This design comes from an exercise in tuning for small area on the open sky130 flow, not from production work.
Function was checked by simulation only, so behaviour that the tests miss may differ from the original.
Power figures rest on the tool's default switching activity, not on a simulated workload.

== v18 ==
Design uart, start of the top module:
module uart (
  input        clk,
  input        rst,               
  input        en_16_x_baud,      
  input  [7:0] tx_data_in,
  input        tx_write_buffer,
  input        tx_reset_buffer,
  output       tx_serial_out,
  output       tx_buffer_full,
  output       tx_buffer_half_full,
  input        rx_serial_in,
  output [7:0] rx_data_out,
  input        rx_read_buffer,
  input        rx_reset_buffer,
  output       rx_buffer_data_present,
  output       rx_buffer_full,
  output       rx_buffer_half_full
);
  uart_tx transmit (
    .data_in(tx_data_in),
    .write_buffer(tx_write_buffer),
    .reset_buffer(tx_reset_buffer),
    .en_16_x_baud(en_16_x_baud),
    .serial_out(tx_serial_out),
    .buffer_full(tx_buffer_full),
    .buffer_half_full(tx_buffer_half_full),
    .clk(clk),
    .gsr(rst));
  uart_rx receive (
    .serial_in(rx_serial_in),
    .data_out(rx_data_out),
    .read_buffer(rx_read_buffer),
    .reset_buffer(rx_reset_buffer),
    .en_16_x_baud(en_16_x_baud),
    .buffer_data_present(rx_buffer_data_present),
    .buffer_full(rx_buffer_full),
    .buffer_half_full(rx_buffer_half_full),
    .clk(clk),
    .gsr(rst));
endmodule
Size in the first run: roughly 30 I/O pins, ~0.010 mm² of cells after synthesis.
Settings: LEC_CHECK=0, CAP_MARGIN=20, CORE_MARGIN=2, CORE_UTILIZATION=75, PLACE_DENSITY=0.9, SLEW_MARGIN=20; clock period 5.0 ns.
standard.sh (not shown) runs the stock make flow with config.mk's settings and CLKGATE_MAP_FILE= SYNTH_SCRIPT=/design/flow/synth_recipe.tcl, a recipe that flattens the netlist after the stock synthesis.
==> flow/flow/run.sh <==
#!/bin/bash
# Own layout flow: the standard ORFS flow (same make targets, same config.mk and
# flow settings, same synthesis script and register mapping), with three changes:
#  1. ABC maps the combinational logic with the area-oriented script flow/area.abc
#     instead of ORFS's delay-oriented one (ORFS's synth.tcl is used otherwise unchanged);
#  2. clock tree synthesis gets explicit clustering settings and no dummy loads;
#  3. the port buffers that buffer_ports inserts are sky130_fd_sc_hd__buf_1.
# Each tool's output goes to orfs/logs (ORFS's own logs) and to make.log here.
set -euo pipefail
W=$(pwd)
# optional overrides for experiments (CTS_ARGS_OVERRIDE, CTS_SIZE, CTS_DIAM, CTS_BUF)
if [ -f flow/params.sh ]; then source flow/params.sh; fi
export FLOW_OWN_ABC="$W/flow/area.abc"
export CTS_ARGS="${CTS_ARGS_OVERRIDE:--sink_clustering_enable -repair_clock_nets -sink_clustering_size ${CTS_SIZE:-20} -sink_clustering_max_diameter ${CTS_DIAM:-70} -buf_list sky130_fd_sc_hd__clkbuf_${CTS_BUF:-8} -dont_use_dummy_load}"
export BUFFER_PORTS_ARGS="-buffer_cell sky130_fd_sc_hd__buf_1"

# standard.sh's make command line, with our synthesis script in place of synth_recipe.tcl
cmd=$(grep '^make ' standard.sh)
cmd=${cmd//"SYNTH_SCRIPT=$W/synth_recipe.tcl"/"SYNTH_SCRIPT=$W/flow/synth.tcl"}
cmd=${cmd//'"${@:-finish}"'/finish}
echo "$cmd" > make_cmd.txt
eval "$cmd" > make.log 2>&1

results=$W/orfs/results/$FLOW_PLATFORM/uart/base
: # left out here: write the final layout as DEF
==> flow/flow/params.sh <==
CTS_ARGS_OVERRIDE="-sink_clustering_enable -repair_clock_nets -sink_clustering_size 20 -sink_clustering_max_diameter 70 -buf_list sky130_fd_sc_hd__clkbuf_8 -root_buf sky130_fd_sc_hd__clkbuf_4 -tree_buf sky130_fd_sc_hd__clkbuf_4 -dont_use_dummy_load"
Other scripts of this flow, unchanged in this note and not shown: flow/flow/area.abc, flow/flow/synth.tcl
[inputs] v38 vs v18
- a change of CORE_UTILIZATION from 75 to 60
- a change of PLACE_DENSITY from 0.9 to 0.8
==> flow/flow/params.sh <==
CTS_ARGS_OVERRIDE="-sink_clustering_enable -repair_clock_nets -sink_clustering_size 20 -sink_clustering_max_diameter 70 -buf_list sky130_fd_sc_hd__clkbuf_8 -root_buf sky130_fd_sc_hd__clkbuf_2 -tree_buf sky130_fd_sc_hd__clkbuf_2 -dont_use_dummy_load"
==> comparison <==
v38 vs. v18: combinational power went down by about 4%.
v18 -> v38: clock power decreased slightly
Delta (v38 minus v18): HPWL after detailed placement now smaller, detailed-routed wire length on met3 saw a decrease.
v18 → v38: instance area after placement rose 55 µm², critical path depth in cells fell 3.
From v18 to v38 the numbers moved as follows: total power of the final layout shrank by 0.47%, sequential share of layout area shrank by 0.37 points.
What v2 does differently from v38 at the input level:
==> flow/flow/run.sh <==
#!/bin/bash
# Own layout flow: the standard ORFS flow (same make targets, same config.mk and
# flow settings, same register mapping), with three changes:
#  1. synthesis (flow/synth.tcl): ORFS's synth.tcl, but ABC maps the combinational logic
#     with the area-oriented script flow/area.abc instead of ORFS's delay-oriented one,
#     and adders are left to ABC instead of ORFS's half/full-adder mapping;
#  2. clock tree synthesis: clusters of at most 20 flip-flops within 70 um, each driven
#     by a clkbuf_8, a clkbuf_4 root and tree, and no dummy loads;
#  3. the port buffers that buffer_ports inserts are sky130_fd_sc_hd__buf_1.
# Each tool's output goes to orfs/logs (ORFS's own logs) and to make.log here.
set -euo pipefail
W=$(pwd)
# optional overrides for experiments (CTS_ARGS_OVERRIDE, CTS_SIZE, CTS_DIAM, CTS_BUF)
if [ -f flow/params.sh ]; then source flow/params.sh; fi
export FLOW_OWN_ABC="$W/flow/area.abc"
export CTS_ARGS="${CTS_ARGS_OVERRIDE:--sink_clustering_enable -repair_clock_nets -sink_clustering_size ${CTS_SIZE:-20} -sink_clustering_max_diameter ${CTS_DIAM:-70} -buf_list sky130_fd_sc_hd__clkbuf_${CTS_BUF:-8} -root_buf sky130_fd_sc_hd__clkbuf_4 -tree_buf sky130_fd_sc_hd__clkbuf_4 -dont_use_dummy_load}"
export BUFFER_PORTS_ARGS="-buffer_cell sky130_fd_sc_hd__buf_1"

# standard.sh's make command line, with our synthesis script in place of synth_recipe.tcl
cmd=$(grep '^make ' standard.sh)
cmd=${cmd//"SYNTH_SCRIPT=$W/synth_recipe.tcl"/"SYNTH_SCRIPT=$W/flow/synth.tcl"}
cmd=${cmd//'"${@:-finish}"'/finish}
echo "$cmd" > make_cmd.txt
eval "$cmd" > make.log 2>&1

results=$W/orfs/results/$FLOW_PLATFORM/uart/base
: # left out here: write the final layout as DEF
==> flow/flow/params.sh <==
CTS_SIZE=22
CTS_DIAM=70
- On worst hold slack, v2 does better than v38.
- v2 completed; timing, DRC and antenna clean
- Compared with v38, in v2 total power ~0 delta, clock latency on the worst-skew pair has decreased, global-route track usage on met2 went down.

Setup of gamma:
uart, a different RTL version from the one above (not shown whole).
For scale: roughly 300 flip-flops.
export LEC_CHECK = 0
export CAP_MARGIN = 20
export CORE_MARGIN = 2
export CORE_UTILIZATION = 40
export SLEW_MARGIN = 20
create_clock -name core_clock -period 5.0 [get_ports {clk}]
==> flow/flow/run.sh <==
#!/bin/bash
# Own layout flow: the standard ORFS flow (same make targets, same config.mk and
# flow settings, same synthesis script and register mapping), with three changes:
#  1. ABC maps the combinational logic with the area-oriented script flow/area.abc
#     instead of ORFS's delay-oriented one (ORFS's synth.tcl is used otherwise unchanged);
#  2. clock tree synthesis gets explicit clustering settings and no dummy loads;
#  3. the port buffers that buffer_ports inserts are sky130_fd_sc_hd__buf_1.
# Each tool's output goes to orfs/logs (ORFS's own logs) and to make.log here.
set -euo pipefail
W=$(pwd)
if [ -f flow/params.sh ]; then source flow/params.sh; fi
export FLOW_OWN_ABC="$W/flow/area.abc"
export CTS_ARGS="-sink_clustering_enable -repair_clock_nets -sink_clustering_size ${CTS_SIZE:-20} -sink_clustering_max_diameter ${CTS_DIAM:-50} -buf_list sky130_fd_sc_hd__clkbuf_${CTS_BUF:-8} -dont_use_dummy_load"
export BUFFER_PORTS_ARGS="-buffer_cell sky130_fd_sc_hd__buf_1"

# standard.sh's make command line, with our synthesis script in place of synth_recipe.tcl
cmd=$(grep '^make ' standard.sh)
cmd=${cmd//"SYNTH_SCRIPT=$W/synth_recipe.tcl"/"SYNTH_SCRIPT=$W/flow/synth.tcl"}
cmd=${cmd//'"${@:-finish}"'/finish}
echo "$cmd" > make_cmd.txt
eval "$cmd" > make.log 2>&1

results=$W/orfs/results/$FLOW_PLATFORM/uart/base
: # left out here: write the final layout as DEF
==> flow/flow/area.abc <==
strash
&get -n
&st
&dch -f
&nf -R 1000
&put
strash
&get -n
&st
&dch -f
&nf -R 1000
&put
strash
&get -n
&st
&dch -f
&nf -R 1000
&put
strash
&get -n
&st
&dch -f
&nf -R 1000
&put
==> flow/flow/params.sh <==
CTS_SIZE=10
CTS_DIAM=40
CTS_BUF=4
==> flow/flow/synth.tcl <==
# synth_recipe.tcl (the standard flow's synthesis), except that ORFS's synth.tcl is run with its ABC
# call using the script in $FLOW_OWN_ABC and without its adder mapping; everything else
# is ORFS's synth.tcl as it is.
proc synth {args} { yosys synth -nofsm -noshare {*}$args }
# no separate full/half-adder mapping: ABC maps the counters' logic with the rest
set ::env(ADDER_MAP_FILE) ""
set fh [open $::env(SCRIPTS_DIR)/synth.tcl]
set orfs_synth [read $fh]
close $fh
set from {log_cmd abc {*}$abc_args}
set to {log_cmd abc -script $::env(FLOW_OWN_ABC) {*}[lrange $abc_args 2 end]}
if {[string first $from $orfs_synth] < 0} { error "ORFS synth.tcl has no ABC call to replace" }
set orfs_synth [string map [list $from $to] $orfs_synth]
eval $orfs_synth
# left out here: clear keep_hierarchy, flatten, clean up, hide names made inside functions, write 1_2_yosys.v
gamma went all the way through the flow, and no timing, DRC or antenna check failed.
Inputs modified between gamma and alpha:
--- a/flow/flow/run.sh
+++ b/flow/flow/run.sh
@@ -13 +13 @@
-export CTS_ARGS="-sink_clustering_enable -repair_clock_nets -sink_clustering_size ${CTS_SIZE:-20} -sink_clustering_max_diameter ${CTS_DIAM:-50} -buf_list sky130_fd_sc_hd__clkbuf_${CTS_BUF:-8} -dont_use_dummy_load"
+export CTS_ARGS="${CTS_ARGS_OVERRIDE:--sink_clustering_enable -repair_clock_nets -sink_clustering_size ${CTS_SIZE:-20} -sink_clustering_max_diameter ${CTS_DIAM:-50} -buf_list sky130_fd_sc_hd__clkbuf_${CTS_BUF:-8} -dont_use_dummy_load}"
==> flow/flow/params.sh <==
CTS_ARGS_OVERRIDE="-sink_clustering_enable -repair_clock_nets -buf_list sky130_fd_sc_hd__clkbuf_8 -dont_use_dummy_load"
### Flow results
- alpha ran to completion and came out clean on the timing, DRC and antenna checks.
- alpha ends up with a design area that is 2.8% higher than in gamma.
- From gamma to alpha the numbers moved as follows: number of violations reported at the end of detailed-routing iteration 0 fell 11, met2 usage rose 0.15 points, overall routed net length rose 0.71%.
- Taking gamma as the reference, in alpha final standard cell count with taps included and fillers excluded shows an increase of 4, global-route wire length before repair shows an increase of about 0.9%, net switching power shows an increase of 7.8%, count of clock-buffer cells in the layout shows an increase of 5.

[port drivers added, routing unchanged]
Ports are ideal in the flow. The routed layouts listed here were re-timed in OpenROAD. Step 1 assumes that a clkbuf_16 drives the clock port and a buf_2 every other input. Step 2 also shifts input and output timing later by t, the mid clock arrival at the registers, as if the neighbouring blocks saw the same clock. Slacks: ideal ports / drivers / drivers and shift; pairs: ideal ports / drivers.
run	t, ns	slack for setup (ns)	worst setup path after step 2
v18	0.627	1.958 / 1.936 / 1.801	input to register
v38	0.772	1.951 / 1.917 / 1.791	input to register
v2	0.659	2.064 / 2.031 / 1.775	input to register
gamma	0.634	2.051 / 2.011 / 1.983	input to register
alpha	0.558	2.166 / 2.127 / 1.927	input to register
After both steps setup and hold are still met in every run listed. For v2, which loses most, drivers alone change the setup slack by -0.033 ns; drivers and shift together by -0.289 ns.
